This is an optimization exercise on Yosys and OpenROAD, whose aim is small area, a short achievable clock period and few clock cycles per item, not a production implementation. RTL that was checked went through simulation tests only; none was proved equivalent to the original. For run 3, only the layout was checked, not whether the RTL still works. No activity file was given, so power comes from the tool's default toggle rates.

`design/flow/design.v`:
```
`timescale 1ns / 1ps
module ASCON_XOR2(input a, b, output y);
assign y = a ^ b;
endmodule
module ASCON_XNOR2(input a, b, output y);
assign y = ~(a ^ b);
endmodule
module ASCON_ORN(input a, b, output y);    
assign y = a | ~b;
endmodule
module ASCON_SBOX_COL(
input  [4:0] x,
output [4:0] y
);
wire a0, a2, a4;
wire n0, n1, n2, n3, n4;
wire c0, c1, c3;
ASCON_XOR2 ua0 (.a(x[0]), .b(x[4]), .y(a0));
ASCON_XOR2 ua2 (.a(x[2]), .b(x[1]), .y(a2));
ASCON_XOR2 ua4 (.a(x[4]), .b(x[3]), .y(a4));
ASCON_ORN  un0 (.a(x[1]), .b(a2),   .y(n0));
ASCON_ORN  un1 (.a(a2),   .b(x[3]), .y(n1));
ASCON_ORN  un2 (.a(x[3]), .b(a4),   .y(n2));
ASCON_ORN  un3 (.a(a4),   .b(a0),   .y(n3));
ASCON_ORN  un4 (.a(a0),   .b(x[1]), .y(n4));
ASCON_XNOR2 uc0 (.a(a0),   .b(n0), .y(c0));
ASCON_XNOR2 uc1 (.a(x[1]), .b(n1), .y(c1));
ASCON_XOR2  uc2 (.a(a2),   .b(n2), .y(y[2]));    
ASCON_XNOR2 uc3 (.a(x[3]), .b(n3), .y(c3));
ASCON_XNOR2 uc4 (.a(a4),   .b(n4), .y(y[4]));    
ASCON_XOR2  uy0 (.a(c0), .b(y[4]), .y(y[0]));
ASCON_XOR2  uy1 (.a(c1), .b(c0),   .y(y[1]));
ASCON_XNOR2 uy3 (.a(c3), .b(y[2]), .y(y[3]));    
endmodule
module ASCON_SBOX(
input  [63:0] Xark0, Xark1, Xark2, Xark3, Xark4,
output [63:0] Xsb0, Xsb1, Xsb2, Xsb3, Xsb4
);
genvar i;
generate
for (i = 0; i < 64; i = i + 1) begin : col
    ASCON_SBOX_COL s (
        .x({Xark4[i], Xark3[i], Xark2[i], Xark1[i], Xark0[i]}),
        .y({Xsb4[i], Xsb3[i], Xsb2[i], Xsb1[i], Xsb0[i]})
    );
end
endgenerate
endmodule
`timescale 1ns / 1ps
module ASCON_LIN(input [63:0] x, output [63:0] y);
parameter N1 = 0;
parameter N2 = 0;
wire [63:0] r1 = (x >> N1) | (x << (64 - N1));
wire [63:0] r2 = (x >> N2) | (x << (64 - N2));
wire [63:0] t;
genvar i;
generate
for (i = 0; i < 64; i = i + 1) begin : b
    ASCON_XOR2 x1 (.a(x[i]), .b(r1[i]), .y(t[i]));
    ASCON_XOR2 x2 (.a(t[i]), .b(r2[i]), .y(y[i]));
end
endgenerate
endmodule
module ASCON_ROUND_FUNCTION(
input  [63:0] Xi0, Xi1, Xi2, Xi3, Xi4,
input   [3:0] rnd,
output [63:0] Xo0, Xo1, Xo2, Xo3, Xo4
);
wire [63:0] s0, s1, s2, s3, s4;
ASCON_SBOX sbox (
    .Xark0(Xi0), .Xark1(Xi1), .Xark2(Xi2 ^ {56'b0, ~rnd, rnd}), .Xark3(Xi3), .Xark4(Xi4),
    .Xsb0(s0), .Xsb1(s1), .Xsb2(s2), .Xsb3(s3), .Xsb4(s4)
);
ASCON_LIN #(19, 28) l0 (.x(s0), .y(Xo0));
ASCON_LIN #(61, 39) l1 (.x(s1), .y(Xo1));
ASCON_LIN #( 1,  6) l2 (.x(s2), .y(Xo2));
ASCON_LIN #(10, 17) l3 (.x(s3), .y(Xo3));
ASCON_LIN #( 7, 41) l4 (.x(s4), .y(Xo4));
endmodule
`timescale 1ns / 1ps
module ASCON_AO22(input a, b, c, e, output y);    
assign y = (a & b) | (c & e);
endmodule
module ASCON_AO21(input a, b, c, output y);       
assign y = (a & b) | c;
endmodule
module ASCON_XAND(input a, b, c, output y);       
assign y = a ^ (b & c);
endmodule
module ASCON_A222OI(input a, b, c, e, f, g, output y);    
assign y = ~((a & b) | (c & e) | (f & g));
endmodule
module ASCON_XNAND(input a, b, c, output y);      
assign y = ~a ^ (b & c);
endmodule
module ASCON_NEXT_N(input s, r, ws, rs, n, z, k, e, output d);
wire bn;
ASCON_A222OI ub (.a(s), .b(ws), .c(r), .e(rs), .f(n), .g(z), .y(bn));
ASCON_XNAND  ud (.a(bn), .b(k), .c(e), .y(d));
endmodule
module ASCON_NEXT_NT(input s, r, ws, rs, n, z, k, e, t, output d);
wire bn, i;
ASCON_A222OI ub (.a(s), .b(ws), .c(r), .e(rs), .f(n), .g(z), .y(bn));
ASCON_XAND   ui (.a(t), .b(k), .c(e), .y(i));
ASCON_XNOR2  ud (.a(bn), .b(i), .y(d));
endmodule
module ASCON_NEXT_K(input s, r, ws, rs, k, e, output d);
wire b;
ASCON_AO22 ub (.a(s), .b(ws), .c(r), .e(rs), .y(b));
ASCON_XAND ud (.a(b), .b(k), .c(e), .y(d));
endmodule
module ASCON_NEXT_0(input s, r, ws, rs, x, e, output d, o);
wire b;
ASCON_AO22 ub (.a(s), .b(ws), .c(r), .e(rs), .y(b));
ASCON_XAND ud (.a(b), .b(x), .c(e), .y(d));
ASCON_XOR2 uo (.a(r), .b(x), .y(o));
endmodule
module ASCON_NEXT_0C(input s, r, ws, rs, x, e, c, output d, o);
wire b, i;
ASCON_AO22 ub (.a(s), .b(ws), .c(r), .e(rs), .y(b));
ASCON_AO21 ui (.a(x), .b(e), .c(c), .y(i));
ASCON_XOR2 ud (.a(b), .b(i), .y(d));
ASCON_XOR2 uo (.a(r), .b(x), .y(o));
endmodule
`timescale 1ns / 1ps
module ASCON_CREG #(
    parameter RV = 1'b0
)(
input      clk, rst, d,
output reg q
);
always @(posedge clk, posedge rst) begin
    if (rst)
        q <= RV;
    else
        q <= d;
end
endmodule
`timescale 1ns / 1ps
module ascon128_stream #(
    parameter R = 1
)(
input          clk, rst,
input          start, enc,
input  [127:0] key, nonce,
input          in_valid,
output         in_ready,
input   [63:0] in_data,
input    [3:0] in_bytes,
input          in_ad,
output         out_valid,
output  [63:0] out_data,
output         tag_valid,
output [127:0] tag
);
localparam [3:0]  LAST = 12 - R;
localparam [63:0] IV   = 64'h80400c0600000000;
reg  [63:0] S0, S1, S2, S3, S4;
reg  [63:0] O;
reg        idle_q, rnd_q, init_q, fin_q, wait_q, tag_q, txt_q, enc_q;
reg  [3:0] cnt;
reg        take_q;     
reg        ov_q;
reg        pend_q, ad_q;
reg  [3:0] len_q;
wire [7:0] m_q, pad_q;
wire       last_q = !len_q[3];
genvar q;
generate
for (q = 0; q < 8; q = q + 1) begin : lens
    assign m_q[q]   = (q < len_q);
    assign pad_q[q] = (q == len_q);
end
endgenerate
wire [63:0] x0 [0:R];
wire [63:0] x1 [0:R];
wire [63:0] x2 [0:R];
wire [63:0] x3 [0:R];
wire [63:0] x4 [0:R];
assign x0[0] = S0;
assign x1[0] = S1;
assign x2[0] = S2;
assign x3[0] = S3;
assign x4[0] = S4;
genvar g;
generate
for (g = 0; g < R; g = g + 1) begin : rounds
    ASCON_ROUND_FUNCTION rf (
        .Xi0(x0[g]), .Xi1(x1[g]), .Xi2(x2[g]), .Xi3(x3[g]), .Xi4(x4[g]),
        .rnd(cnt + g[3:0]),
        .Xo0(x0[g+1]), .Xo1(x1[g+1]), .Xo2(x2[g+1]), .Xo3(x3[g+1]), .Xo4(x4[g+1])
    );
end
endgenerate
wire last_rnd = rnd_q & (cnt == LAST);
wire absorb   = take_q;
wire a_txt    = absorb & !ad_q;
wire a_fin    = a_txt & last_q;
wire a_dec    = a_txt & !enc_q;
wire ds       = a_txt & !txt_q;                   
wire [7:0] e_byte    = m_q & {8{absorb}};         
wire [7:0] rs_byte;                              
wire [7:0] pad_byte  = pad_q & {8{absorb}};       
localparam NC = 8;
localparam NK = 4;
wire [NC-1:0] z_c, ws_c, rs_c;
wire [NK-1:0] kst_c, k12_c;
wire idle_d, wait_d, kst_d, k12_d, take_d;
genvar c;
generate
for (c = 0; c < NC; c = c + 1) begin : cz
    ASCON_CREG #(.RV(1'b1)) rz (.clk(clk), .rst(rst), .d(idle_d), .q(z_c[c]));
    ASCON_CREG #(.RV(1'b0)) rw (.clk(clk), .rst(rst), .d(wait_d & !idle_d), .q(ws_c[c]));
    ASCON_CREG #(.RV(1'b0)) rr (.clk(clk), .rst(rst), .d(!wait_d & !idle_d), .q(rs_c[c]));
end
ASCON_CREG #(.RV(1'b0)) rin (.clk(clk), .rst(rst), .d(take_d), .q(in_ready));
for (c = 0; c < NK; c = c + 1) begin : ck
    ASCON_CREG #(.RV(1'b0)) rk  (.clk(clk), .rst(rst), .d(kst_d), .q(kst_c[c]));
    ASCON_CREG #(.RV(1'b1)) r12 (.clk(clk), .rst(rst), .d(k12_d), .q(k12_c[c]));
end
endgenerate
wire [63:0] d0, d1, d2, d3, d4, o_d;
genvar i;
generate
for (i = 0; i < 64; i = i + 1) begin : bits
    localparam integer J = 7 - i / 8;             
    localparam integer C = i / (64 / NC);         
    localparam integer K = i / (64 / NK);         
    if (i % 8 == 0) begin : kb
        assign rs_byte[J] = rs_c[C] & !(m_q[J] & a_dec);
    end
    if ((i % 8 == 7) || IV[i]) begin : w0c
        wire c = ((i % 8 == 7) ? pad_byte[J] : 1'b0) | (IV[i] ? z_c[C] : 1'b0);
        ASCON_NEXT_0C n0 (.s(S0[i]), .r(x0[R][i]), .ws(ws_c[C]), .rs(rs_byte[J]),
                          .x(in_data[i]), .e(e_byte[J]), .c(c), .d(d0[i]), .o(o_d[i]));
    end else begin : w0
        ASCON_NEXT_0  n0 (.s(S0[i]), .r(x0[R][i]), .ws(ws_c[C]), .rs(rs_byte[J]),
                          .x(in_data[i]), .e(e_byte[J]), .d(d0[i]), .o(o_d[i]));
    end
    ASCON_NEXT_K n1 (.s(S1[i]), .r(x1[R][i]), .ws(ws_c[C]), .rs(rs_c[C]),
                     .k(key[64+i]), .e(k12_c[K]), .d(d1[i]));
    ASCON_NEXT_K n2 (.s(S2[i]), .r(x2[R][i]), .ws(ws_c[C]), .rs(rs_c[C]),
                     .k(key[i]), .e(k12_c[K]), .d(d2[i]));
    ASCON_NEXT_N n3 (.s(S3[i]), .r(x3[R][i]), .ws(ws_c[C]), .rs(rs_c[C]),
                     .n(nonce[64+i]), .z(z_c[C]), .k(key[64+i]), .e(kst_c[K]), .d(d3[i]));
    if (i == 0) begin : w4ds
        ASCON_NEXT_NT n4 (.s(S4[i]), .r(x4[R][i]), .ws(ws_c[C]), .rs(rs_c[C]),
                          .n(nonce[i]), .z(z_c[C]), .k(key[i]), .e(kst_c[K]), .t(ds), .d(d4[i]));
    end else begin : w4
        ASCON_NEXT_N n4 (.s(S4[i]), .r(x4[R][i]), .ws(ws_c[C]), .rs(rs_c[C]),
                         .n(nonce[i]), .z(z_c[C]), .k(key[i]), .e(kst_c[K]), .d(d4[i]));
    end
end
endgenerate
always @(posedge clk) begin
    S0 <= d0;
    S1 <= d1;
    S2 <= d2;
    S3 <= d3;
    S4 <= d4;
    O  <= o_d;
end
reg        idle_n, rnd_d, init_d, fin_d, tag_d, txt_d, enc_d;
reg  [3:0] cnt_d;
always @(*) begin
    idle_n = idle_q;
    rnd_d  = rnd_q;
    init_d = init_q;
    fin_d  = fin_q;
    tag_d  = 1'b0;
    txt_d  = txt_q | a_txt;
    enc_d  = enc_q;
    cnt_d  = wait_q ? cnt : cnt + R[3:0];
    if (idle_q && start) begin
        idle_n = 1'b0;
        rnd_d  = 1'b1;
        init_d = 1'b1;
        fin_d  = 1'b0;
        txt_d  = 1'b0;
        enc_d  = enc;
        cnt_d  = 4'd0;
    end
    if (tag_q)
        idle_n = 1'b1;
    if (last_rnd && fin_q) begin
        rnd_d = 1'b0;
        tag_d = 1'b1;
    end
    if (absorb) begin
        init_d = 1'b0;
        fin_d  = a_fin;
        cnt_d  = a_fin ? 4'd0 : 4'd6;
    end
end
wire nl_d   = rnd_d & !fin_d & (cnt_d == LAST);
wire pend_d = in_valid & !(in_valid & take_q);
assign take_d = nl_d & pend_d;
assign idle_d = idle_n;
assign wait_d = nl_d & !pend_d;
assign kst_d  = rnd_d & (cnt_d == LAST) & (fin_d | (init_d & take_d));
assign k12_d = idle_d | (take_d & !in_ad & !in_bytes[3]);
always @(posedge clk, posedge rst) begin
    if (rst) begin
        idle_q <= 1'b1;
        rnd_q  <= 1'b0;
        init_q <= 1'b0;
        fin_q  <= 1'b0;
        wait_q <= 1'b0;
        tag_q  <= 1'b0;
        txt_q  <= 1'b0;
        enc_q  <= 1'b0;
        cnt    <= 4'd0;
        take_q <= 1'b0;
        ov_q   <= 1'b0;
        pend_q <= 1'b0;
    end else begin
        idle_q <= idle_d;
        rnd_q  <= rnd_d;
        init_q <= init_d;
        fin_q  <= fin_d;
        wait_q <= wait_d;
        tag_q  <= tag_d;
        txt_q  <= txt_d;
        enc_q  <= enc_d;
        cnt    <= cnt_d;
        take_q <= take_d;
        ov_q   <= a_txt;
        pend_q <= pend_d;
    end
end
always @(posedge clk) begin
    ad_q   <= in_ad;
    len_q  <= in_bytes;
end
assign out_valid = ov_q;
assign out_data  = O;
assign tag_valid = tag_q;
assign tag       = {S3, S4};
endmodule
```
`design/flow/flow/run.sh`:
```
#!/bin/bash
# The standard layout (standard.sh), with plain buffers (buf_1) on the
# ports instead of the default delay-cell buffers. Every port still gets
# its own buffer. The make output goes to standard.log.
set -euo pipefail
export BUFFER_PORTS_ARGS="-buffer_cell sky130_fd_sc_hd__buf_1"
bash standard.sh > standard.log 2>&1
```
`design/flow/standard.sh`:
```
#!/bin/bash
# synth_recipe.tcl (not shown) runs the flow's synth.tcl, then flattens the netlist and writes it again
# the make line also repeats each setting of config.mk as NAME=value (left out here)
make -C /OpenROAD-flow-scripts/flow DESIGN_CONFIG=/design/flow/config.mk WORK_HOME=/design/flow/orfs CLKGATE_MAP_FILE= SYNTH_SCRIPT=/design/flow/synth_recipe.tcl "${@:-finish}"
```
`design/flow/config.mk`:
```
export PLATFORM = sky130hd
export DESIGN_NAME = ascon128_stream
export DESIGN_NICKNAME = ascon128_stream
export VERILOG_FILES = /design/flow/design.v
export SDC_FILE = /design/flow/constraint.sdc
export NUM_CORES = 8
export LEC_CHECK = 0
export CAP_MARGIN = 20
export CORE_MARGIN = 2
export CORE_UTILIZATION = 55
export CTS_CLUSTER_DIAMETER = 100
export CTS_CLUSTER_SIZE = 24
export PLACE_DENSITY = 0.75
export SLEW_MARGIN = 50
export SYNTH_HIERARCHICAL = 1
```
`design/flow/constraint.sdc`:
```
create_clock -name core_clock -period 10.0 [get_ports {clk}]
set_input_delay 2.0000 -clock core_clock [delete_from_list [all_inputs] [get_ports {clk}]]
set_output_delay 2.0000 -clock core_clock [all_outputs]
set_load 0.01 [all_outputs]
```
==> results of run 1 <==
## layout by cell type (no fill, tap or decap), types with 50 or more instances in the layout
cell      Yosys  layout
a22o_1      192     192
buf_1         0     523
xnor2_1     506     425
buf_4         0      50
nand2b_1    325     325
xor2_2        0      87
dfxtp_1     389     389
xor2_1     1233    1146
a222oi_1    128     128
nand2_1     312     312
xnor2_2       0      80
## per-layer routing
| layer | up-vias | global-route usage |
|---|---|---|
| met1 | 13500 | 0.588 |
| met3 | 306 | 0.0989 |
| li1 | 11900 | - |
| met4 | 2 | 0.235 |
| met2 | 1689 | 0.705 |
| met5 | - | 0 |
## metrics by stage
step / hold slack, ps / utilization / worst slack (ps)
floorplan: 452 / - / 6870
global placement: 472 / 0.613 / 6330
detailed placement: 503 / 0.634 / 6390
CTS: 525 / 0.645 / 6540
global route: 545 / 0.648 / 6340
finish: 516 / 0.648 / 6420
## flip-flops by register name, summed over array words and instances (netlist names), 8 cells and up
signal   flops
S4          64
cz.rz.q      8
S2          64
O           64
S1          64
cz.rw.q      8
cz.rr.q      8
S3          64
S0          64
## per-module statistics from Yosys, one instance, submodules excluded, excerpt
module	cells inside	area, µm²	flops+latches	times used
ascon128_stream	493	8740	403	1
ASCON_XAND	2	12.5	0	180
ASCON_ORN	1	6.26	0	320
ASCON_AO21	1	7.51	0	13
ASCON_XNAND	2	12.5	0	127
ASCON_XOR2	1	8.76	0	1101
ASCON_A222OI	1	10.0	0	128
ASCON_ROUND_FUNCTION	8	70.1	0	1
ASCON_AO22	1	8.76	0	192
ASCON_XNOR2	1	8.76	0	321
## how the worst min path moves through the flow
stage | start | end | depth (start not counted)
3_5_place_dp | txt_q | txt_q | 2
3_3_place_gp | init_q | init_q | 2
2_1_floorplan | init_q | init_q | 2
5_1_grt | init_q | init_q | 2
6_report | init_q | init_q | 2
4_1_cts | txt_q | txt_q | 2
## worst register-to-register path, delay by kind of cell, from the launching register on
kind | cells | cell delay [ps]
flip-flops | 1 | 440
AO/OA/AOI/OAI | 1 | 240
XOR/XNOR | 6 | 2730
AND/OR/NAND/NOR | 1 | 120
## power by group through the flow
stage	registers, µW	clock network (µW)	logic [µW]
2_1_floorplan	1800	0	14.2
3_3_place_gp	1800	0	110
3_5_place_dp	1800	0	110
4_1_cts	1760	1070	111
5_1_grt	1760	1130	120
6_report	1760	1070	113
## area by class of cell
cell class,count,share of cell area
clock buffer,28,0.0169
timing repair buffer,574,0.0644
clock inverter,2,0.000516
tap,756,0.0260
multi-input combinational,2780,0.641
inverter,38,0.00392
sequential,436,0.248
antenna,1,0.0000688
## cells by family (layout without fill, tap and decap cells)
family / count (synthesis) / count (layout) / share of synthesized area
xor gates and xnor gates: 1740 / 1740 / 0.490
muxes: 2 / 2 / 0.000683
AOI/OAI and AO/OA: 358 / 358 / 0.105
other: 0 / 1 / 0
and+or+nand+nor: 679 / 679 / 0.111
adders and majority gates: 1 / 1 / 0.000402
DFF: 436 / 436 / 0.288
buffers and inverters: 40 / 642 / 0.00482
==> results.py, run 1 <==
metrics = {
    "yosys": {
        "synth_cell_types": 43,
        "syn_inst": 3256,
        "yosys_warnings": 9,
        "netlist_top_cells_count": "1,233 x xor2_1, 506 x xnor2_1, 389 x dfxtp_1, 325 x nand2b_1, 312 x nand2_1",
        "synth_edf_count": 0,
        "ys_async_sr_fraction": 0.108,
        "ys.flop_type": "dfxtp_1",
        "ys_ff_latch": 436,
        "synth.top_cell.area_share": 0.347,
        "ys_seq_area_frac": 0.288,
        "synth.most_common_cell": "xor2_1",
        "synth.area.top_cells": "xor2_1 35%, dfxtp_1 25%, xnor2_1 14%",
        "synth_area_um2": 31100,
        "avgSynthCellArea_um2": 9.56,
        "yosysTopAreaCell": "xor2_1",
        "syn-num-nets": 3587,
    },
    "setup_path": {
        "cp_slowest_stage_delay_ps": 650,
        "critPathSlowestCell": "xor2_1",
        "r2r-end": "S1[29]",
        "crit_path_end": "S1[29]",
        "required_ps": 10530,
        "path_max_fanout": 5,
        "critPathTopFamily": "XOR/XNOR gates",
        "worstReg2RegStart": "S1[29]",
        "critical_path_class": "register to register",
        "worstSetupStartpointType": "register",
        "r2r_cells": 8,
        "crit_path_end_kind": "register",
        "path_cells": "xor2_1 -> nand2b_1 -> xnor2_1 -> xor2_2 -> xor2_1 -> xor2_2 -> a22o_1 -> xnor2_1",
        "startpoint": "S1[29]",
        "cp_num_buf_inv": 0,
        "r2r_slack_ps": 6420,
        "arrival_ps": 4110,
        "crit_cells": 8,
    },
    "cells_and_area": {
        "stdcell_area_um2": 36400,
        "areaGrowthSynthToFinish_pct": 16.9,
        "multi_input_area_um2": 23300,
        "regArea_um2": 9010,
        "drive_gt1_frac": 0.0736,
        "nets": 4183,
        "stdcell_count": 4615,
        "filler_cell_count": 4923,
    },
    "global_route": {
        "grt_pass1_wl_um": 189000,
        "antenna_found_initial": 2,
        "grt-ovfl-total": 0,
        "grt.total_usage": 0.452,
        "grt_pass1_vias": 25600,
        "grt_max_degree": 41,
    },
    "drt": {
        "wl_met1_um": 53300,
        "ant_nets": 0,
        "route.detailed.drc": 0,
        "met3_length_um": 14700,
        "routed_wl_um": 138000,
        "wl_met2_um": 60900,
        "via_count": 27400,
        "drtPass1Iterations": 13,
        "first_iter_violations": 3890,
        "top_layer": "met5",
        "via_per_inst": 5.94,
        "routedWlPerCell_um": 29.8,
    },
    "place": {
        "dp_cells": 4584,
        "gp_congestion": 1.10,
        "hpwlAfterDp_um": 113000,
        "place_area_um2": 35600,
        "numPortBuffers": 524,
    },
    "job": {
        "cap_violations": 0,
    },
    "cts": {
        "hold_buffers": 0,
        "cts_max_path_buffers": 3,
        "cts_sinks": 436,
        "cts_resized": 0,
        "cts_tree": "built",
        "path_clk_slew_ps": 90,
        "clock_latency_ps": 610,
        "root_buffer": "clkbuf_16",
        "postCtsSetupBuffers": 0,
        "cts.htree.levels": 1,
        "cts_buffers": 22,
    },
    "timing": {
        "max_freq_ghz": 0.279,
        "rsz0062_at_grt": "no",
        "hold_viol_final": 0,
        "fin_crit_sh": 0.358,
        "relSlewSlack": 0.444,
        "timing.final.max_slew_violations": 0,
        "setup_violations": 0,
        "tightest_slew_ps": 828,
        "min_period_ps": 3580,
        "fin_skew_ps": 20.3,
        "tns_ps": 0,
    },
    "power": {
        "p_int_uw": 2230,
        "p_clk_frac": 0.364,
        "p_comb_frac": 0.038,
        "seqPwrFrac": 0.598,
        "vdd_ir_drop_max_v": 0.000117,
        "power.leakage_uw": 0.0149,
        "p_sw_uw": 713,
        "switching_share": 0.242,
        "power_density_nw_per_um2": 81.0,
        "power_uw": 2950,
    },
    "run_status": {
        "status": "complete, no violations",
    },
    "floorplanning": {
        "core_area_um2": 56200,
        "rows": 87,
        "ios": 525,
        "start_util": 0.554,
        "fp.dieW_um": 242,
        "dieArea_um2": 58500,
        "fp.dieH_um": 242,
    },
    "worst_hold_path": {
        "worstHoldPathType": "register to register",
    },
}
Testbench counts, summed over its fixed seeds: cycles 23,122, bytes 19,747.
==> run 2: changes to the inputs <==
==> design/flow/flow/run.sh (replaced) <==
#!/bin/bash
# The standard layout (standard.sh) with two changes to the port
# buffers (every port still gets its own buffer):
#  - plain buf_1 buffers instead of the default delay-cell buffers,
#  - after global placement, the output port buffers become buf_2.
# The make output goes to standard.log.
set -euo pipefail
here=$(cd "$(dirname "$0")" && pwd)
export BUFFER_PORTS_ARGS="-buffer_cell sky130_fd_sc_hd__buf_1"
export POST_GLOBAL_PLACE_TCL="$here/outbuf.tcl"
bash standard.sh > standard.log 2>&1
==> design/flow/flow/outbuf.tcl (new file) <==
# Output port buffers: buf_2 instead of buf_1 (every port keeps its own buffer).
set db [ord::get_db]
set block [ord::get_db_block]
set m2 [$db findMaster sky130_fd_sc_hd__buf_2]
set n 0
foreach bterm [$block getBTerms] {
  if {[$bterm getIoType] ne "OUTPUT"} continue
  set net [$bterm getNet]
  if {$net eq "NULL"} continue
  foreach it [$net getITerms] {
    if {[$it isOutputSignal]} {
      set inst [$it getInst]
      if {[[$inst getMaster] getName] eq "sky130_fd_sc_hd__buf_1"} {
        $inst swapMaster $m2
        incr n
      }
    }
  }
}
puts "outbuf.tcl: $n output buffers now buf_2"
==> run 2 against run 1 <==
Routed wire length rose by 0.10%. Clock-buffer cell count fell by 1. Utilization rose by 0.65 points. Die area is the same. Critical path depth unchanged. Fmax fell by 1.2%. Non-clock buffer count stayed put. Global-route usage about the same. Critical path type unchanged. Worst setup slack worse by 44 ps. Sequential power about the same. Critical endpoint unchanged. Clock skew grew 27 ps.
==> results.py, run 2 <==
metrics = {
    "floorplanning": {
        "start_util": 0.554,
        "dieArea_um2": 58500,
        "ios": 525,
        "fp.dieH_um": 242,
        "fp.dieW_um": 242,
        "core_area_um2": 56200,
        "rows": 87,
    },
    "yosys": {
        "syn-num-nets": 3587,
        "synth_edf_count": 0,
        "yosysTopAreaCell": "xor2_1",
        "ys_ff_latch": 436,
        "synth.top_cell.area_share": 0.347,
        "synth.area.top_cells": "xor2_1 35%, dfxtp_1 25%, xnor2_1 14%",
        "avgSynthCellArea_um2": 9.56,
        "yosys_warnings": 9,
        "synth.most_common_cell": "xor2_1",
        "ys.flop_type": "dfxtp_1",
        "ys_async_sr_fraction": 0.108,
        "netlist_top_cells_count": "1,233 x xor2_1, 506 x xnor2_1, 389 x dfxtp_1, 325 x nand2b_1, 312 x nand2_1",
        "syn_inst": 3256,
        "synth_cell_types": 43,
        "ys_seq_area_frac": 0.288,
        "synth_area_um2": 31100,
    },
    "cts": {
        "postCtsSetupBuffers": 0,
        "root_buffer": "clkbuf_16",
        "clock_latency_ps": 640,
        "cts_buffers": 24,
        "cts_max_path_buffers": 3,
        "cts.htree.levels": 1,
        "cts_resized": 0,
        "path_clk_slew_ps": 100,
        "cts_tree": "built",
        "hold_buffers": 0,
        "cts_sinks": 436,
    },
    "global_route": {
        "grt_pass1_vias": 26000,
        "grt.total_usage": 0.452,
        "antenna_found_initial": 5,
        "grt_max_degree": 41,
        "grt-ovfl-total": 0,
        "grt_pass1_wl_um": 190000,
    },
    "drt": {
        "routedWlPerCell_um": 29.8,
        "first_iter_violations": 3721,
        "ant_nets": 0,
        "route.detailed.drc": 0,
        "via_per_inst": 5.92,
        "drtPass1Iterations": 10,
        "routed_wl_um": 138000,
        "via_count": 27400,
    },
    "cells_and_area": {
        "stdcell_count": 4622,
        "drive_gt1_frac": 0.127,
        "final_common_cell": "xor2_1",
        "filler_cell_count": 4782,
        "nets": 4185,
        "most-common-layout-cells": "1,144 x xor2_1, 423 x xnor2_1, 389 x dfxtp_1",
        "areaGrowthSynthToFinish_pct": 18.1,
    },
    "timing": {
        "max_freq_ghz": 0.276,
        "hold_viol_final": 0,
        "tightest_slew_ps": 872,
        "min_period_ps": 3620,
        "relSlewSlack": 0.416,
        "setup_violations": 0,
        "fin_skew_ps": 47.6,
        "fin_crit_sh": 0.362,
        "rsz0062_at_grt": "no",
        "tns_ps": 0,
        "timing.final.max_slew_violations": 0,
        "timing.hold.ws_ps": 519,
    },
    "setup_path": {
        "path_max_fanout": 5,
        "crit_path_end_kind": "register",
        "required_ps": 10550,
        "critPathSlowestCell": "xor2_1",
        "r2r_slack_ps": 6380,
        "arrival_ps": 4170,
        "critPathTopFamily": "XOR/XNOR gates",
        "worstSetupStartpointType": "register",
        "cp_num_buf_inv": 0,
        "r2r-end": "S1[29]",
        "cp_slowest_stage_delay_ps": 670,
        "path_cells": "xor2_1 -> nand2b_1 -> xnor2_1 -> xor2_2 -> xor2_1 -> xor2_2 -> a22o_1 -> xnor2_1",
        "critical_path_class": "register to register",
        "worstReg2RegStart": "S1[29]",
        "r2r_cells": 8,
    },
    "place": {
        "dp_cells": 4584,
        "numPortBuffers": 524,
        "hpwlAfterDp_um": 113000,
    },
    "power": {
        "p_sw_uw": 758,
        "vdd_ir_drop_max_v": 0.000130,
        "power.leakage_uw": 0.0155,
        "p_int_uw": 2280,
        "seqPwrFrac": 0.580,
        "power_density_nw_per_um2": 82.6,
        "p_clk_frac": 0.382,
        "switching_share": 0.250,
        "p_comb_frac": 0.038,
        "power_uw": 3040,
    },
    "worst_hold_path": {
        "min-delay-start": "init_q",
        "hold_depth": 2,
        "worstHoldEndpoint": "init_q",
        "worstHoldPathType": "register to register",
    },
    "job": {
        "cap_violations": 0,
    },
    "run_status": {
        "status": "complete, no violations",
    },
}
-- run 2: cell counts after synthesis --
Identical to the previous run, type by type.
-- run 2: area by class of cell --
type | count | area [µm²] | share of cell area
antenna | 2 | 5.00 | 0.000136
clock buffer | 27 | 612 | 0.0166
clock inverter | 9 | 121 | 0.00330
inverter | 38 | 143 | 0.00388
multi-input combinational | 2780 | 23300 | 0.635
sequential | 436 | 9010 | 0.245
tap | 756 | 946 | 0.0257
timing repair buffer | 574 | 2590 | 0.0704
-- run 2: worst min-delay path, stage by stage (launching register included) --
cell and delay (ps):
dfrtp_1 330, nor2_1 60, nor2_1 90
-- run 2: power groups by stage --
stage                     clock [µW]  combinational [µW]  sequential, µW
after global placement             0                 110            1800
after CTS                       1150                 115            1760
after detailed placement           0                 114            1800
final                           1160                 117            1760
after global routing            1210                 124            1760
after floorplan                    0                14.2            1800
-- run 2: logic make-up (layout without fill, tap and decap cells) --
| kind of cell | after synthesis | in the layout | synth area share |
|---|---|---|---|
| compound gates | 358 | 358 | 0.105 |
| xor+xnor | 1740 | 1740 | 0.490 |
| fa+ha+maj | 1 | 1 | 0.000402 |
| buf+inv | 40 | 648 | 0.00482 |
| flops | 436 | 436 | 0.288 |
| mux | 2 | 2 | 0.000683 |
| other cells | 0 | 2 | 0 |
| simple gates | 679 | 679 | 0.111 |
-- run 2: how the worst max path moves through the flow --
stage	from	endpoint	depth (start not counted)
final	S1[29]	S1[29]	8
after global routing	S1[29]	S1[29]	8
after CTS	S1[26]	S1[29]	8
after detailed placement	start	cz[3].rw.q	5
after global placement	S1[29]	S1[29]	8
after floorplan	start	cz[0].rw.q	4
-- run 2: Yosys stat by module (local to each module, per instance), excerpt --
module,flip-flops and latches,area [µm²],times used
ASCON_AO21,0,7.51,13
ASCON_ORN,0,6.26,320
ASCON_XOR2,0,8.76,1101
ascon128_stream,403,8740,1
ASCON_ROUND_FUNCTION,0,70.1,1
ASCON_AO22,0,8.76,192
-- run 2: stage by stage --
step                      setup slack, ps   util  area, µm²
final                                6380  0.654      36700
after global routing                 6400  0.654      36700
after CTS                            6550  0.651      36600
after detailed placement             6380  0.638      35800
after global placement               6330  0.613      34400
after floorplan                      6870      -      31100
-- run 2: routing by layer --
metal / share of wire / GRT usage / vias up
met3: 0.10 / 0.101 / 337
met2: 0.44 / 0.698 / 1746
met4: 0.068 / 0.256 / 6
met5: 0.00020 / 0 / -
met1: 0.39 / 0.585 / 13400
li1: - / - / 11900
==> run 3: changes to the inputs <==
--- a/design/flow/design.v
+++ b/design/flow/design.v
@@ -203,5 +203,7 @@
 wire [7:0] pad_byte  = pad_q & {8{absorb}};       
-localparam NC = 8;
-localparam NK = 4;
-wire [NC-1:0] z_c, ws_c, rs_c;
+localparam NC = 4;
+localparam NZ = 2;
+localparam NK = 2;
+wire [NC-1:0] ws_c, rs_c;
+wire [NZ-1:0] z_c;
 wire [NK-1:0] kst_c, k12_c;
@@ -210,4 +212,6 @@
 generate
-for (c = 0; c < NC; c = c + 1) begin : cz
+for (c = 0; c < NZ; c = c + 1) begin : cz
     ASCON_CREG #(.RV(1'b1)) rz (.clk(clk), .rst(rst), .d(idle_d), .q(z_c[c]));
+end
+for (c = 0; c < NC; c = c + 1) begin : cw
     ASCON_CREG #(.RV(1'b0)) rw (.clk(clk), .rst(rst), .d(wait_d & !idle_d), .q(ws_c[c]));
@@ -227,2 +231,3 @@
     localparam integer C = i / (64 / NC);         
+    localparam integer Z = i / (64 / NZ);         
     localparam integer K = i / (64 / NK);         
@@ -232,5 +237,5 @@
     if ((i % 8 == 7) || IV[i]) begin : w0c
-        wire c = ((i % 8 == 7) ? pad_byte[J] : 1'b0) | (IV[i] ? z_c[C] : 1'b0);
+        wire cb = ((i % 8 == 7) ? pad_byte[J] : 1'b0) | (IV[i] ? z_c[Z] : 1'b0);
         ASCON_NEXT_0C n0 (.s(S0[i]), .r(x0[R][i]), .ws(ws_c[C]), .rs(rs_byte[J]),
-                          .x(in_data[i]), .e(e_byte[J]), .c(c), .d(d0[i]), .o(o_d[i]));
+                          .x(in_data[i]), .e(e_byte[J]), .c(cb), .d(d0[i]), .o(o_d[i]));
     end else begin : w0
@@ -244,9 +249,9 @@
     ASCON_NEXT_N n3 (.s(S3[i]), .r(x3[R][i]), .ws(ws_c[C]), .rs(rs_c[C]),
-                     .n(nonce[64+i]), .z(z_c[C]), .k(key[64+i]), .e(kst_c[K]), .d(d3[i]));
+                     .n(nonce[64+i]), .z(z_c[Z]), .k(key[64+i]), .e(kst_c[K]), .d(d3[i]));
     if (i == 0) begin : w4ds
         ASCON_NEXT_NT n4 (.s(S4[i]), .r(x4[R][i]), .ws(ws_c[C]), .rs(rs_c[C]),
-                          .n(nonce[i]), .z(z_c[C]), .k(key[i]), .e(kst_c[K]), .t(ds), .d(d4[i]));
+                          .n(nonce[i]), .z(z_c[Z]), .k(key[i]), .e(kst_c[K]), .t(ds), .d(d4[i]));
     end else begin : w4
         ASCON_NEXT_N n4 (.s(S4[i]), .r(x4[R][i]), .ws(ws_c[C]), .rs(rs_c[C]),
-                         .n(nonce[i]), .z(z_c[C]), .k(key[i]), .e(kst_c[K]), .d(d4[i]));
+                         .n(nonce[i]), .z(z_c[Z]), .k(key[i]), .e(kst_c[K]), .d(d4[i]));
     end
==> design/flow/flow/run.sh (replaced) <==
#!/bin/bash
# The standard layout (standard.sh), with plain buffers (buf_1) on the
# ports instead of the default delay-cell buffers. Every port still gets
# its own buffer. The make output goes to standard.log.
set -euo pipefail
export BUFFER_PORTS_ARGS="-buffer_cell sky130_fd_sc_hd__buf_1"
bash standard.sh > standard.log 2>&1
removed: design/flow/flow/outbuf.tcl
==> run 3 against run 2 <==
Sequential power decreased by 4%. Combinational power down 6%. Routed wire length decreased by 5.4%. Register-to-register slack better by 150 ps. Critical endpoint is now S0[2]. Non-clock buffer count is 11 lower.
==> results.py, run 3 <==
metrics = {
    "drt": {
        "routedWlPerCell_um": 28.5,
        "via_count": 27300,
        "route.detailed.drc": 0,
        "drtPass1Iterations": 9,
        "routed_wl_um": 130000,
        "first_iter_violations": 3957,
        "ant_nets": 0,
        "via_per_inst": 5.98,
    },
    "cts": {
        "path_clk_slew_ps": 100,
        "cts_sinks": 418,
        "root_buffer": "clkbuf_16",
        "cts_resized": 0,
        "clock_latency_ps": 620,
        "cts_buffers": 22,
        "postCtsSetupBuffers": 0,
        "cts_max_path_buffers": 3,
        "hold_buffers": 0,
        "cts_tree": "built",
        "cts.htree.levels": 1,
    },
    "cells_and_area": {
        "drive_gt1_frac": 0.0679,
        "areaGrowthSynthToFinish_pct": 16.9,
        "stdcell_area_um2": 35800,
        "nets": 4136,
        "finish.utilization": 0.649,
        "most-common-layout-cells": "1,163 x xor2_1, 524 x buf_1, 415 x xnor2_1",
        "final_common_cell": "xor2_1",
    },
    "power": {
        "p_sw_uw": 706,
        "vdd_ir_drop_max_v": 0.000118,
        "p_int_uw": 2160,
        "power_density_nw_per_um2": 80.0,
        "switching_share": 0.247,
        "p_comb_frac": 0.038,
        "seqPwrFrac": 0.590,
        "power.leakage_uw": 0.0146,
        "p_clk_frac": 0.372,
    },
    "place": {
        "gp_congestion": 1.10,
        "numPortBuffers": 524,
        "hpwlAfterDp_um": 106000,
        "place_area_um2": 35000,
    },
    "yosys": {
        "ys.flop_type": "dfxtp_1",
        "yosys_warnings": 9,
        "avgSynthCellArea_um2": 9.50,
        "ys_ff_latch": 418,
        "synth_edf_count": 0,
        "synth.top_cell.area_share": 0.353,
        "synth_top_family_by_area": "XOR/XNOR gates",
        "syn-num-nets": 3551,
        "synthXorXnorAreaFrac": 0.499,
        "synth-compound-area-share": 0.107,
        "muxShareOfSynthArea": 0.000695,
        "synth_fa_ha_area_frac": 0.000409,
        "synth_cell_types": 43,
        "synth-simple-area-share": 0.113,
        "synth.most_common_cell": "xor2_1",
        "yosysTopAreaCell": "xor2_1",
        "synth.area.top_cells": "xor2_1 35%, dfxtp_1 25%, xnor2_1 14%",
        "syn_inst": 3220,
        "synth_area_um2": 30600,
        "netlist_top_cells_count": "1,233 x xor2_1, 506 x xnor2_1, 389 x dfxtp_1, 325 x nand2b_1, 312 x nand2_1",
        "ys_seq_area_frac": 0.278,
        "ys_async_sr_fraction": 0.0694,
    },
    "run_status": {
        "status": "complete, no violations",
    },
    "setup_path": {
        "worstSetupStartpointType": "register",
        "crit_path_end_kind": "register",
        "required_ps": 10540,
        "arrival_ps": 4010,
        "path_max_fanout": 8,
        "critical_path_class": "register to register",
    },
    "timing": {
        "tightest_slew_ps": 850,
        "tns_ps": 0,
        "relSlewSlack": 0.432,
        "rsz0062_at_grt": "no",
        "setup_violations": 0,
        "timing.final.max_slew_violations": 0,
        "min_period_ps": 3470,
        "timing.hold.ws_ps": 514,
        "max_freq_ghz": 0.288,
        "hold_viol_final": 0,
        "fin_crit_sh": 0.347,
        "fin_skew_ps": 33.4,
    },
    "global_route": {
        "antenna_found_initial": 10,
        "grt.total_usage": 0.437,
        "grt_pass1_wl_um": 180000,
        "grt-ovfl-total": 0,
        "grt_pass1_vias": 25600,
        "grt_max_degree": 81,
    },
    "floorplanning": {
        "start_util": 0.555,
        "fp.dieH_um": 240,
        "dieArea_um2": 57500,
        "rows": 86,
        "fp.dieW_um": 240,
        "ios": 525,
        "core_area_um2": 55100,
    },
    "job": {
        "cap_violations": 0,
    },
    "worst_hold_path": {
        "worstHoldPathType": "register to register",
    },
}
-- run 3: cell types whose count changed after synthesis, sizes merged --
cell	change
dfrtp	-10
inv	-18
dfstp	-8
-- run 3: final cells by class --
type | count | area (µm²)
antenna | 4 | 10.0
sequential | 418 | 8530
clock buffer | 27 | 601
tap | 748 | 936
fill | 4795 | 19300
multi-input combinational | 2780 | 23200
timing repair buffer | 563 | 2340
clock inverter | 6 | 46.3
inverter | 20 | 75.1
-- run 3: path summary, 6_finish.rpt --
kind	start	endpoint	slack (ps)	cells past startpoint
worst max-delay path	cnt[2]	S0[2]	6530	9
worst min-delay path	init_q	init_q	510	2
worst max register to register	cnt[2]	S0[2]	6530	9
worst min register to register	init_q	init_q	510	2
max in group asynchronous	rst	idle_q	7910	2
min in group asynchronous	rst	cw[3].rr.q	1450	2
-- run 3: cells by family (layout without fill, tap and decap cells) --
| group | count (synthesis) | in the layout |
|---|---|---|
| xor+xnor | 1740 | 1740 |
| simple gates | 679 | 679 |
| flops | 418 | 418 |
| compound gates | 358 | 358 |
| buf+inv | 22 | 616 |
| mux | 2 | 2 |
| fa+ha+maj | 1 | 1 |
| other cells | 0 | 4 |
-- run 3: per-layer routing --
metal	global-route usage	part of all wire	up-vias
li1	-	-	11800
met1	0.563	0.38	13300
met2	0.681	0.44	1807
met3	0.0865	0.11	404
met4	0.259	0.072	12
met5	0	0.00061	-
-- run 3: power groups by stage --
stage               clock [µW]  combinational, µW  sequential (µW)
finish                    1060                110             1690
global route              1120                117             1690
CTS                       1060                108             1690
detailed placement           0                107             1720
global placement             0                108             1720
floorplan                    0               12.6             1730
-- run 3: per-module statistics from Yosys (local to each module, per instance), a selection --
module | cells | flops+latches
ASCON_XNAND | 2 | 0
ASCON_XAND | 2 | 0
ASCON_ROUND_FUNCTION | 8 | 0
ascon128_stream | 493 | 403
ASCON_XNOR2 | 1 | 0
ASCON_ORN | 1 | 0
ASCON_XOR2 | 1 | 0
ASCON_AO21 | 1 | 0
ASCON_A222OI | 1 | 0
-- run 3: critical path, cell delays in order (launching register included) --
cell      delay (ps)
dfrtp_1          580
xor2_1           310
xor2_1           360
nand2b_1         120
xnor2_1          360
xor2_1           670
xor2_1           220
xor2_1           430
a22o_1           220
xnor2_1          110
-- run 3: through the flow --
step | total power [µW] | instances | worst slack (ps)
global placement | 1830 | 4527 | 6470
global route | 2930 | 4563 | 6480
floorplan | 1740 | 3220 | 7030
finish | 2860 | 4566 | 6530
detailed placement | 1830 | 4529 | 6590
CTS | 2860 | 4562 | 6560
==> run 4: changes to the inputs <==
--- a/design/flow/design.v
+++ b/design/flow/design.v
@@ -63,3 +63,5 @@
 endmodule
-module ASCON_ROUND_FUNCTION(
+module ASCON_ROUND_FUNCTION #(
+    parameter ADD_RC = 1
+)(
 input  [63:0] Xi0, Xi1, Xi2, Xi3, Xi4,
@@ -69,4 +71,5 @@
 wire [63:0] s0, s1, s2, s3, s4;
+wire [63:0] Xc2 = ADD_RC ? (Xi2 ^ {56'b0, ~rnd, rnd}) : Xi2;
 ASCON_SBOX sbox (
-    .Xark0(Xi0), .Xark1(Xi1), .Xark2(Xi2 ^ {56'b0, ~rnd, rnd}), .Xark3(Xi3), .Xark4(Xi4),
+    .Xark0(Xi0), .Xark1(Xi1), .Xark2(Xc2), .Xark3(Xi3), .Xark4(Xi4),
     .Xsb0(s0), .Xsb1(s1), .Xsb2(s2), .Xsb3(s3), .Xsb4(s4)
@@ -111,2 +114,8 @@
 endmodule
+module ASCON_NEXT_KT(input s, r, ws, rs, k, e, t, output d);
+wire b, i;
+ASCON_AO22 ub (.a(s), .b(ws), .c(r), .e(rs), .y(b));
+ASCON_XAND ui (.a(t), .b(k), .c(e), .y(i));
+ASCON_XOR2 ud (.a(b), .b(i), .y(d));
+endmodule
 module ASCON_NEXT_0(input s, r, ws, rs, x, e, output d, o);
@@ -187,3 +196,3 @@
 for (g = 0; g < R; g = g + 1) begin : rounds
-    ASCON_ROUND_FUNCTION rf (
+    ASCON_ROUND_FUNCTION #(.ADD_RC(g != 0)) rf (
         .Xi0(x0[g]), .Xi1(x1[g]), .Xi2(x2[g]), .Xi3(x3[g]), .Xi4(x4[g]),
@@ -210,2 +219,3 @@
 wire idle_d, wait_d, kst_d, k12_d, take_d;
+wire [7:0] rc_inj;
 genvar c;
@@ -246,4 +256,9 @@
                      .k(key[64+i]), .e(k12_c[K]), .d(d1[i]));
-    ASCON_NEXT_K n2 (.s(S2[i]), .r(x2[R][i]), .ws(ws_c[C]), .rs(rs_c[C]),
-                     .k(key[i]), .e(k12_c[K]), .d(d2[i]));
+    if (i < 8) begin : w2rc
+        ASCON_NEXT_KT n2 (.s(S2[i]), .r(x2[R][i]), .ws(ws_c[C]), .rs(rs_c[C]),
+                          .k(key[i]), .e(k12_c[K]), .t(rc_inj[i]), .d(d2[i]));
+    end else begin : w2
+        ASCON_NEXT_K n2 (.s(S2[i]), .r(x2[R][i]), .ws(ws_c[C]), .rs(rs_c[C]),
+                         .k(key[i]), .e(k12_c[K]), .d(d2[i]));
+    end
     ASCON_NEXT_N n3 (.s(S3[i]), .r(x3[R][i]), .ws(ws_c[C]), .rs(rs_c[C]),
@@ -299,2 +314,4 @@
 end
+wire [3:0] rc_n   = idle_q ? 4'd0 : cnt_d;
+assign rc_inj     = wait_q ? 8'd0 : {~rc_n, rc_n};
 wire nl_d   = rnd_d & !fin_d & (cnt_d == LAST);
--- a/design/flow/config.mk
+++ b/design/flow/config.mk
@@ -13,3 +13,3 @@
 export PLACE_DENSITY = 0.75
-export SLEW_MARGIN = 50
+export SLEW_MARGIN = 55
 export SYNTH_HIERARCHICAL = 1
==> run 4 against run 3 <==
Clock-buffer cell count did not move. Design area up 2.6%. Register-to-register slack gained 150 ps. Sequential power about the same. Sequential cell count unchanged. Clock power is 8% higher. Critical path type is now register to primary output. Critical endpoint is now tag[80].
==> results.py, run 4 <==
metrics = {
    "floorplanning": {
        "rows": 86,
        "start_util": 0.556,
        "core_area_um2": 55100,
        "fp.dieH_um": 240,
        "dieArea_um2": 57600,
        "fp.dieW_um": 240,
        "ios": 525,
    },
    "yosys": {
        "yosys_warnings": 9,
        "yosysTopAreaCell": "xor2_1",
        "netlist_top_cells_count": "1,237 x xor2_1, 502 x xnor2_1, 389 x dfxtp_1, 325 x nand2b_1, 313 x nand2_1",
        "synth.area.top_cells": "xor2_1 35%, dfxtp_1 25%, xnor2_1 14%",
        "synth_edf_count": 0,
        "avgSynthCellArea_um2": 9.45,
        "synth_cell_types": 37,
        "ys_async_sr_fraction": 0.0694,
        "syn_inst": 3241,
        "syn-num-nets": 3572,
        "synth_area_um2": 30600,
        "ys_ff_latch": 418,
        "ys.flop_type": "dfxtp_1",
        "synth.most_common_cell": "xor2_1",
        "synth.top_cell.area_share": 0.354,
        "ys_seq_area_frac": 0.278,
    },
    "cells_and_area": {
        "areaGrowthSynthToFinish_pct": 19.8,
        "nets": 4182,
        "finish.utilization": 0.666,
        "drive_gt1_frac": 0.0889,
        "most-common-layout-cells": "1,116 x xor2_1, 523 x buf_1, 412 x xnor2_1",
        "final_common_cell": "xor2_1",
        "filler_cell_count": 4728,
    },
    "timing": {
        "rsz0062_at_grt": "no",
        "timing.final.ws_setup_ps": 6520,
        "tightest_slew_ps": 766,
        "setup_violations": 0,
        "fin_skew_ps": 36.8,
        "hold_viol_final": 0,
        "relSlewSlack": 0.488,
        "timing.final.max_slew_violations": 0,
        "min_period_ps": 3480,
        "tns_ps": 0,
        "fin_crit_sh": 0.348,
        "max_freq_ghz": 0.287,
    },
    "place": {
        "place_ws_ps": 6400,
        "gp_congestion": 1.07,
        "hpwlAfterDp_um": 116000,
        "numPortBuffers": 524,
    },
    "cts": {
        "cts_tree": "built",
        "cts_max_path_buffers": 3,
        "cts_resized": 0,
        "cts_buffers": 23,
        "path_clk_slew_ps": 110,
        "postCtsSetupBuffers": 0,
        "clock_latency_ps": 630,
        "cts_sinks": 418,
        "cts.htree.levels": 1,
        "hold_buffers": 0,
        "root_buffer": "clkbuf_16",
    },
    "drt": {
        "ant_nets": 0,
        "first_iter_violations": 4270,
        "via_per_inst": 6.05,
        "routed_wl_um": 143000,
        "routedWlPerCell_um": 31.0,
        "via_count": 27900,
        "drtPass1Iterations": 11,
        "route.detailed.drc": 0,
    },
    "setup_path": {
        "worstSetupStartpointType": "register",
        "cp_num_buf_inv": 1,
        "r2r_cells": 8,
        "crit_path_end_kind": "primary output",
        "r2r_slack_ps": 6680,
        "critical_path_class": "register to primary output",
        "path_cells": "buf_1",
        "startpoint": "S3[16]",
        "critPathSlowestCell": "dfxtp_1",
        "arrival_ps": 1480,
        "worstReg2RegStart": "S0[14]",
        "path_max_fanout": 6,
        "critPathTopFamily": "flip-flops",
        "cp_slowest_stage_delay_ps": 460,
        "crit_cells": 1,
        "required_ps": 8000,
        "r2r-end": "S0[59]",
    },
    "global_route": {
        "grt_pass1_wl_um": 194000,
        "grt_max_degree": 81,
        "grt_pass1_vias": 25900,
        "grt-ovfl-total": 0,
        "antenna_found_initial": 4,
        "grt.total_usage": 0.482,
    },
    "power": {
        "power.leakage_uw": 0.0150,
        "power_density_nw_per_um2": 80.0,
        "vdd_ir_drop_max_v": 0.000117,
    },
    "worst_hold_path": {
        "worstHoldPathType": "register to register",
        "hold_depth": 2,
        "worstHoldEndpoint": "init_q",
        "min-delay-start": "init_q",
    },
    "job": {
        "cap_violations": 0,
    },
    "run_status": {
        "status": "complete, no violations",
    },
}
[run 4: where the power goes]
group,internal [µW],leakage (µW),switching (µW)
Combinational,40.8,0.0110,70.0
Clock,483,0.000356,655
Sequential,1680,0.00363,6.36
Total,2200,0.0150,732
[run 4: how the worst max path moves through the flow]
stage / to / slack, ps
after floorplan: S2[5] / 6670
after global placement: S2[5] / 6470
after detailed placement: S2[5] / 6400
after CTS: tag[80] / 6540
after global routing: tag[80] / 6510
final: tag[80] / 6520
[run 4: cell type report]
type / count / area (µm²) / area share
repair buffers: 591 / 2660 / 0.0726
clock inverters: 7 / 105 / 0.00287
flip-flops and latches: 418 / 8550 / 0.233
clock buffers: 27 / 622 / 0.0170
diodes: 3 / 7.51 / 0.000205
multi-input cells: 2793 / 23700 / 0.646
well taps: 748 / 936 / 0.0255
inverters: 24 / 90.1 / 0.00246
[run 4: Yosys stat by module, one instance, submodules excluded, excerpt]
| module | flip-flops and latches | times used | cell area, µm² |
|---|---|---|---|
| ASCON_XNAND | 0 | 127 | 12.5 |
| ASCON_AO22 | 0 | 192 | 8.76 |
| ASCON_XOR2 | 0 | 1109 | 8.76 |
| ASCON_A222OI | 0 | 128 | 10.0 |
| ascon128_stream | 403 | 1 | 8750 |
| ASCON_XAND | 0 | 180 | 12.5 |
| ASCON_XNOR2 | 0 | 321 | 8.76 |
| ASCON_ORN | 0 | 320 | 6.26 |
| ASCON_AO21 | 0 | 13 | 7.51 |
[run 4: logic make-up (layout without fill, tap and decap cells)]
kind of cell / Yosys count / in the layout / synth area share
buffers and inverters: 30 / 649 / 0.00372
flip-flops: 418 / 418 / 0.278
adder cells (fa/ha/maj): 1 / 1 / 0.000409
AND/OR/NAND/NOR: 689 / 689 / 0.113
other: 0 / 3 / 0
XOR/XNOR: 1739 / 1739 / 0.497
AO/OA/AOI/OAI: 360 / 360 / 0.106
multiplexers: 4 / 4 / 0.00143
[run 4: per-layer routing]
layer	up-vias	GRT usage	routed length, µm
li1	11900	-	-
met1	13700	0.637	54600
met2	1941	0.718	60100
met3	409	0.104	17200
met4	0	0.300	10900
met5	-	0	0
[run 4: through the flow]
| stage | area, µm² | cells | total power, µW | hold slack (ps) |
|---|---|---|---|---|
| floorplan | 30600 | 3241 | 1740 | 452 |
| global placement | 33900 | 4555 | 1830 | 480 |
| detailed placement | 35800 | 4573 | 1830 | 475 |
| CTS | 36500 | 4607 | 2930 | 497 |
| global route | 36700 | 4609 | 3000 | 518 |
| finish | 36700 | 4611 | 2940 | 497 |
Testbench counts of run 4, summed over its fixed seeds: cycles 23,122, bytes 19,747.
==> run 5: changes to the inputs <==
--- a/design/flow/config.mk
+++ b/design/flow/config.mk
@@ -13,3 +13,3 @@
 export PLACE_DENSITY = 0.75
-export SLEW_MARGIN = 55
+export SLEW_MARGIN = 50
 export SYNTH_HIERARCHICAL = 1
==> run 5 against run 4 <==
Synthesized cell count stayed put. Highest routed layer is now met5. Hold slack improved by 1.2 ps. Power grew 0.30%. Combinational power about the same. Still clean on timing, DRC and antenna. Sequential cell count unchanged. Final cell count shrank 0.15%. Worst setup slack improved by 29 ps.
==> results.py, run 5 <==
metrics = {
    "power": {
        "power_density_nw_per_um2": 81.5,
        "vdd_ir_drop_max_v": 0.000137,
        "power.leakage_uw": 0.0148,
    },
    "cts": {
        "postCtsSetupBuffers": 0,
        "cts_sinks": 418,
        "cts_resized": 0,
        "root_buffer": "clkbuf_16",
        "clock_latency_ps": 640,
        "hold_buffers": 0,
        "cts.htree.levels": 1,
        "cts_tree": "built",
        "cts_max_path_buffers": 3,
        "path_clk_slew_ps": 90,
        "cts_buffers": 24,
    },
    "setup_path": {
        "critical_path_class": "register to primary output",
        "r2r_slack_ps": 6620,
        "cp_num_buf_inv": 1,
        "path_max_fanout": 6,
        "required_ps": 8000,
        "critPathTopFamily": "flip-flops",
        "worstSetupStartpointType": "register",
        "path_cells": "buf_1",
        "crit_cells": 1,
        "critPathSlowestCell": "dfxtp_1",
        "r2r_cells": 9,
        "arrival_ps": 1450,
        "crit_path_end_kind": "primary output",
        "cp_slowest_stage_delay_ps": 450,
    },
    "global_route": {
        "grt_pass1_wl_um": 193000,
        "antenna_found_initial": 8,
        "grt_pass1_vias": 25700,
        "grt_max_degree": 81,
        "grt.total_usage": 0.480,
        "grt-ovfl-total": 0,
    },
    "yosys": {
        "synth-compound-area-share": 0.106,
        "yosysTopAreaCell": "xor2_1",
        "synthXorXnorAreaFrac": 0.497,
        "synth_cell_types": 37,
        "syn_inst": 3241,
        "ys_ff_latch": 418,
        "synth_edf_count": 0,
        "netlist_top_cells_count": "1,237 x xor2_1, 502 x xnor2_1, 389 x dfxtp_1, 325 x nand2b_1, 313 x nand2_1",
        "avgSynthCellArea_um2": 9.45,
        "ys.flop_type": "dfxtp_1",
        "synth.top_cell.area_share": 0.354,
        "ys_async_sr_fraction": 0.0694,
        "synth-simple-area-share": 0.113,
        "muxShareOfSynthArea": 0.00143,
        "yosys_warnings": 9,
        "synth_fa_ha_area_frac": 0.000409,
        "syn-num-nets": 3572,
        "ys_seq_area_frac": 0.278,
        "synth_area_um2": 30600,
        "synth.area.top_cells": "xor2_1 35%, dfxtp_1 25%, xnor2_1 14%",
        "synth.most_common_cell": "xor2_1",
        "synth_top_family_by_area": "XOR/XNOR gates",
    },
    "floorplanning": {
        "start_util": 0.556,
        "core_area_um2": 55100,
        "fp.dieH_um": 240,
        "rows": 86,
        "dieArea_um2": 57600,
        "fp.dieW_um": 240,
        "ios": 525,
    },
    "drt": {
        "ant_nets": 0,
        "drtPass1Iterations": 13,
        "via_per_inst": 6.04,
        "route.detailed.drc": 0,
        "first_iter_violations": 4147,
        "routed_wl_um": 142000,
        "via_count": 27800,
        "routedWlPerCell_um": 30.8,
    },
    "worst_hold_path": {
        "worstHoldPathType": "register to register",
        "hold_depth": 2,
    },
    "cells_and_area": {
        "stdcell_area_um2": 36100,
        "final_common_cell": "xor2_1",
        "stdcell_count": 4604,
        "nets": 4175,
        "drive_gt1_frac": 0.0714,
        "most-common-layout-cells": "1,163 x xor2_1, 523 x buf_1, 421 x xnor2_1",
        "areaGrowthSynthToFinish_pct": 17.9,
    },
    "place": {
        "hpwlAfterDp_um": 115000,
        "place_area_um2": 35300,
        "gp_congestion": 1.07,
        "numPortBuffers": 524,
        "dp_cells": 4566,
    },
    "timing": {
        "fin_crit_sh": 0.345,
        "tightest_slew_ps": 837,
        "rsz0062_at_grt": "no",
        "max_freq_ghz": 0.289,
        "hold_viol_final": 0,
        "min_period_ps": 3450,
        "timing.final.max_slew_violations": 0,
        "setup_violations": 0,
        "tns_ps": 0,
        "timing.hold.ws_ps": 498,
        "fin_skew_ps": 41.6,
        "relSlewSlack": 0.439,
    },
    "run_status": {
        "status": "complete, no violations",
    },
    "job": {
        "cap_violations": 0,
    },
}
-- run 5: kinds of logic (layout without fill, tap and decap cells) --
| family | Yosys count | after routing |
|---|---|---|
| XOR/XNOR | 1739 | 1739 |
| AND/OR/NAND/NOR | 689 | 689 |
| flip-flops | 418 | 418 |
| AO/OA/AOI/OAI | 360 | 360 |
| buffers and inverters | 30 | 641 |
| multiplexers | 4 | 4 |
| adder cells (fa/ha/maj) | 1 | 1 |
| other | 0 | 4 |
-- run 5: path summary, 6_finish.rpt --
check	start	endpoint
hold / removal	init_q	init_q
hold reg to reg	init_q	init_q
min in group asynchronous	rst	cw[2].rr.q
setup reg to reg	S0[15]	S0[15]
max in group asynchronous	rst	idle_q
setup / recovery	S3[16]	tag[80]
-- run 5: power by group --
group          internal [µW]  switching, µW  leakage (µW)
clock network            468            678      0.000358
registers               1680           6.50       0.00363
logic                   40.8           70.3        0.0108
-- run 5: through the flow --
step	utilization	setup slack, ps	power, µW
floorplan	-	6670	1740
global placement	0.616	6470	1830
detailed placement	0.640	6410	1830
CTS	0.653	6540	2940
global route	0.655	6530	3010
finish	0.655	6550	2940
-- run 5: final cells by class --
cell class / instances / area, µm²
clock inverter: 7 / 110
inverter: 24 / 90.1
multi-input combinational: 2793 / 23200
tap: 748 / 936
sequential: 418 / 8550
clock buffer: 27 / 622
timing repair buffer: 583 / 2570
antenna: 4 / 10.0
fill: 4771 / 19000
-- run 5: Yosys stat by module (local to each module, per instance), a selection --
| module | cell area [µm²] | flops+latches | copies in the design | cells |
|---|---|---|---|---|
| ASCON_XNOR2 | 8.76 | 0 | 321 | 1 |
| ASCON_ORN | 6.26 | 0 | 320 | 1 |
| ASCON_XNAND | 12.5 | 0 | 127 | 2 |
| ASCON_AO21 | 7.51 | 0 | 13 | 1 |
| ASCON_AO22 | 8.76 | 0 | 192 | 1 |
| ascon128_stream | 8750 | 403 | 1 | 514 |
| ASCON_A222OI | 10.0 | 0 | 128 | 1 |
| ASCON_XAND | 12.5 | 0 | 180 | 2 |
| ASCON_XOR2 | 8.76 | 0 | 1109 | 1 |
-- run 5: layer usage --
layer / wire, µm / GRT usage
met2: 60100 / 0.716
met5: 73 / 0
met1: 55400 / 0.640
met3: 16000 / 0.0964
met4: 10200 / 0.289
==> run 6: changes to the inputs <==
--- a/design/flow/config.mk
+++ b/design/flow/config.mk
@@ -9,3 +9,3 @@
 export CORE_MARGIN = 2
-export CORE_UTILIZATION = 55
+export CORE_UTILIZATION = 45
 export CTS_CLUSTER_DIAMETER = 100
==> run 6 against run 5 <==
Sequential cell count unchanged. Clock-buffer cell count increased by 3. Worst setup slack improved by 22 ps. Die area increased by 22%. Final cell count increased by 2.5%. Global-route usage decreased by 10 points. Routed wire length decreased by 2.4%. Largest cell class unchanged.
==> results.py, run 6 <==
metrics = {
    "place": {
        "numPortBuffers": 524,
        "place_ws_ps": 6420,
        "dp_cells": 4674,
        "hpwlAfterDp_um": 113000,
        "gp_congestion": 1.12,
    },
    "timing": {
        "timing.final.ws_setup_ps": 6570,
        "setup_violations": 0,
        "min_period_ps": 3430,
        "relSlewSlack": 0.434,
        "fin_skew_ps": 33.8,
        "tightest_slew_ps": 846,
        "hold_viol_final": 0,
        "timing.final.max_slew_violations": 0,
        "max_freq_ghz": 0.291,
        "tns_ps": 0,
        "rsz0062_at_grt": "no",
        "fin_crit_sh": 0.343,
    },
    "drt": {
        "drtPass1Iterations": 10,
        "via_per_inst": 5.81,
        "ant_nets": 0,
        "route.detailed.drc": 0,
        "routedWlPerCell_um": 29.3,
        "routed_wl_um": 138000,
        "first_iter_violations": 4091,
        "via_count": 27400,
    },
    "cts": {
        "cts_resized": 0,
        "cts_max_path_buffers": 3,
        "cts_sinks": 418,
        "path_clk_slew_ps": 110,
        "cts_buffers": 25,
        "hold_buffers": 0,
        "cts.htree.levels": 1,
        "clock_latency_ps": 620,
        "cts_tree": "built",
        "root_buffer": "clkbuf_16",
        "postCtsSetupBuffers": 0,
    },
    "yosys": {
        "syn-num-nets": 3572,
        "ys.flop_type": "dfxtp_1",
        "netlist_top_cells_count": "1,237 x xor2_1, 502 x xnor2_1, 389 x dfxtp_1, 325 x nand2b_1, 313 x nand2_1",
        "ys_async_sr_fraction": 0.0694,
        "ys_seq_area_frac": 0.278,
        "synth_cell_types": 37,
        "synth_area_um2": 30600,
        "synth.most_common_cell": "xor2_1",
        "syn_inst": 3241,
        "synth.area.top_cells": "xor2_1 35%, dfxtp_1 25%, xnor2_1 14%",
        "yosysTopAreaCell": "xor2_1",
        "avgSynthCellArea_um2": 9.45,
        "synth_edf_count": 0,
        "yosys_warnings": 9,
        "ys_ff_latch": 418,
        "synth.top_cell.area_share": 0.354,
    },
    "global_route": {
        "grt_max_degree": 81,
        "grt_pass1_vias": 25900,
        "grt_pass1_wl_um": 190000,
        "antenna_found_initial": 8,
        "grt.total_usage": 0.379,
        "grt-ovfl-total": 0,
    },
    "floorplanning": {
        "fp.dieW_um": 265,
        "dieArea_um2": 70100,
        "rows": 95,
        "core_area_um2": 67300,
        "start_util": 0.455,
        "ios": 525,
        "fp.dieH_um": 265,
    },
    "cells_and_area": {
        "final_common_cell": "xor2_1",
        "nets": 4159,
        "filler_cell_count": 6215,
        "areaGrowthSynthToFinish_pct": 18.0,
        "most-common-layout-cells": "1,169 x xor2_1, 524 x buf_1, 410 x xnor2_1",
        "stdcell_count": 4721,
        "drive_gt1_frac": 0.0695,
    },
    "setup_path": {
        "required_ps": 8000,
        "crit_path_end_kind": "primary output",
        "path_cells": "buf_1",
        "critPathTopFamily": "flip-flops",
        "critPathSlowestCell": "dfxtp_1",
        "path_max_fanout": 6,
        "worstSetupStartpointType": "register",
        "cp_num_buf_inv": 1,
        "cp_slowest_stage_delay_ps": 560,
        "arrival_ps": 1430,
        "critical_path_class": "register to primary output",
    },
    "power": {
        "power_uw": 3020,
        "power_density_nw_per_um2": 83.6,
        "vdd_ir_drop_max_v": 0.000113,
        "power.leakage_uw": 0.0148,
    },
    "run_status": {
        "status": "complete, no violations",
    },
    "worst_hold_path": {
        "worstHoldPathType": "register to register",
    },
    "job": {
        "cap_violations": 0,
    },
}
==> run 6: cell counts after synthesis <==
No cell type changed its count.
==> run 6: layout make-up <==
class                      count  area, µm²  area share
clock buffer                  30        644      0.0178
timing repair buffer         566       2350      0.0649
multi-input combinational   2793      23200       0.643
tap                          873       1090      0.0302
inverter                      24       90.1     0.00249
clock inverter                11        181     0.00502
sequential                   418       8540       0.236
antenna                        6       15.0    0.000415
==> run 6: logic make-up after synthesis <==
family | count (synthesis) | synth area share
flops | 418 | 0.278
buf+inv | 30 | 0.00372
mux | 4 | 0.00143
simple gates | 689 | 0.113
xor+xnor | 1739 | 0.497
fa+ha+maj | 1 | 0.000409
compound gates | 360 | 0.106
==> run 6: final timing paths <==
kind,to,slack (ps),startpoint,cells past startpoint
max,tag[79],6570,S3[15],1
min,txt_q,530,txt_q,2
max reg2reg,S0[61],6720,S1[16],8
min reg2reg,txt_q,530,txt_q,2
max in group asynchronous,tag_q,7880,rst,2
min in group asynchronous,cw[3].rr.q,1450,rst,2
==> run 6: power breakdown <==
group,switching (µW),total [µW],internal [µW]
Sequential,7.88,1690,1680
Combinational,74.0,115,40.8
Clock,684,1220,535
Total,766,3020,2260
==> run 6: Yosys stat by module, one instance, submodules excluded, excerpt <==
module           flops+latches  area (µm²)  copies in the design
ascon128_stream            403        8750                     1
ASCON_XNOR2                  0        8.76                   321
ASCON_ORN                    0        6.26                   320
ASCON_XAND                   0        12.5                   180
ASCON_XNAND                  0        12.5                   127
ASCON_AO22                   0        8.76                   192
ASCON_A222OI                 0        10.0                   128
ASCON_AO21                   0        7.51                    13
ASCON_XOR2                   0        8.76                  1109
==> run 6: per-layer routing <==
metal / up-vias / track usage / part of all wire
met4: 6 / 0.211 / 0.066
met5: - / 0 / 0.00023
met1: 13400 / 0.489 / 0.39
li1: 11900 / - / -
met3: 371 / 0.0646 / 0.10
met2: 1748 / 0.600 / 0.44
==> run 6: per-stage QoR <==
step	hold WS [ps]	utilization	cell area (µm²)
2_1_floorplan	452	-	30600
3_3_place_gp	494	0.505	34000
3_5_place_dp	506	0.523	35200
4_1_cts	530	0.535	36000
5_1_grt	542	0.537	36100
6_report	525	0.537	36100

[re-timing with driven ports]
The flow's constraints put no driver on any port. The routed layouts listed below were extracted and timed again, unchanged, in two steps. Step 1: set_driving_cell puts a clkbuf_16 on clk and a buf_2 on each other input, an assumption about the parent block. Step 2 moves the port delays by t, midway between the first and last clock arrival at a register: inputs arrive t later, outputs are due t later. That takes back most of the time a late clock gives input paths. Three values: no drivers, after step 1, after step 2; two values: the first two.
run | t (ns) | setup slack, ns | hold WS [ns] | slew at the worst register clock pin (ns) | worst data-port slew with drivers (ns)
run 1 | 0.663 | 6.420 / 6.420 / 6.394 | 0.516 / 0.516 / 0.516 | 0.11 / 0.11 | 0.09
run 2 | 0.684 | 6.376 / 6.376 / 6.376 | 0.519 / 0.519 / 0.519 | 0.11 / 0.11 | 0.09
run 3 | 0.669 | 6.531 / 6.519 / 6.531 | 0.514 / 0.514 / 0.514 | 0.11 / 0.11 | 0.10
run 4 | 0.665 | 6.516 / 6.459 / 6.369 | 0.497 / 0.497 / 0.497 | 0.11 / 0.11 | 0.10
run 5 | 0.674 | 6.546 / 6.488 / 6.364 | 0.498 / 0.498 / 0.498 | 0.11 / 0.11 | 0.10
run 6 | 0.674 | 6.567 / 6.500 / 6.365 | 0.525 / 0.525 / 0.525 | 0.11 / 0.11 | 0.16
After both steps setup and hold are still met in every run listed. The setup slack of run 6, which loses most, moves by -0.067 ns with the drivers and by -0.202 ns with both steps.
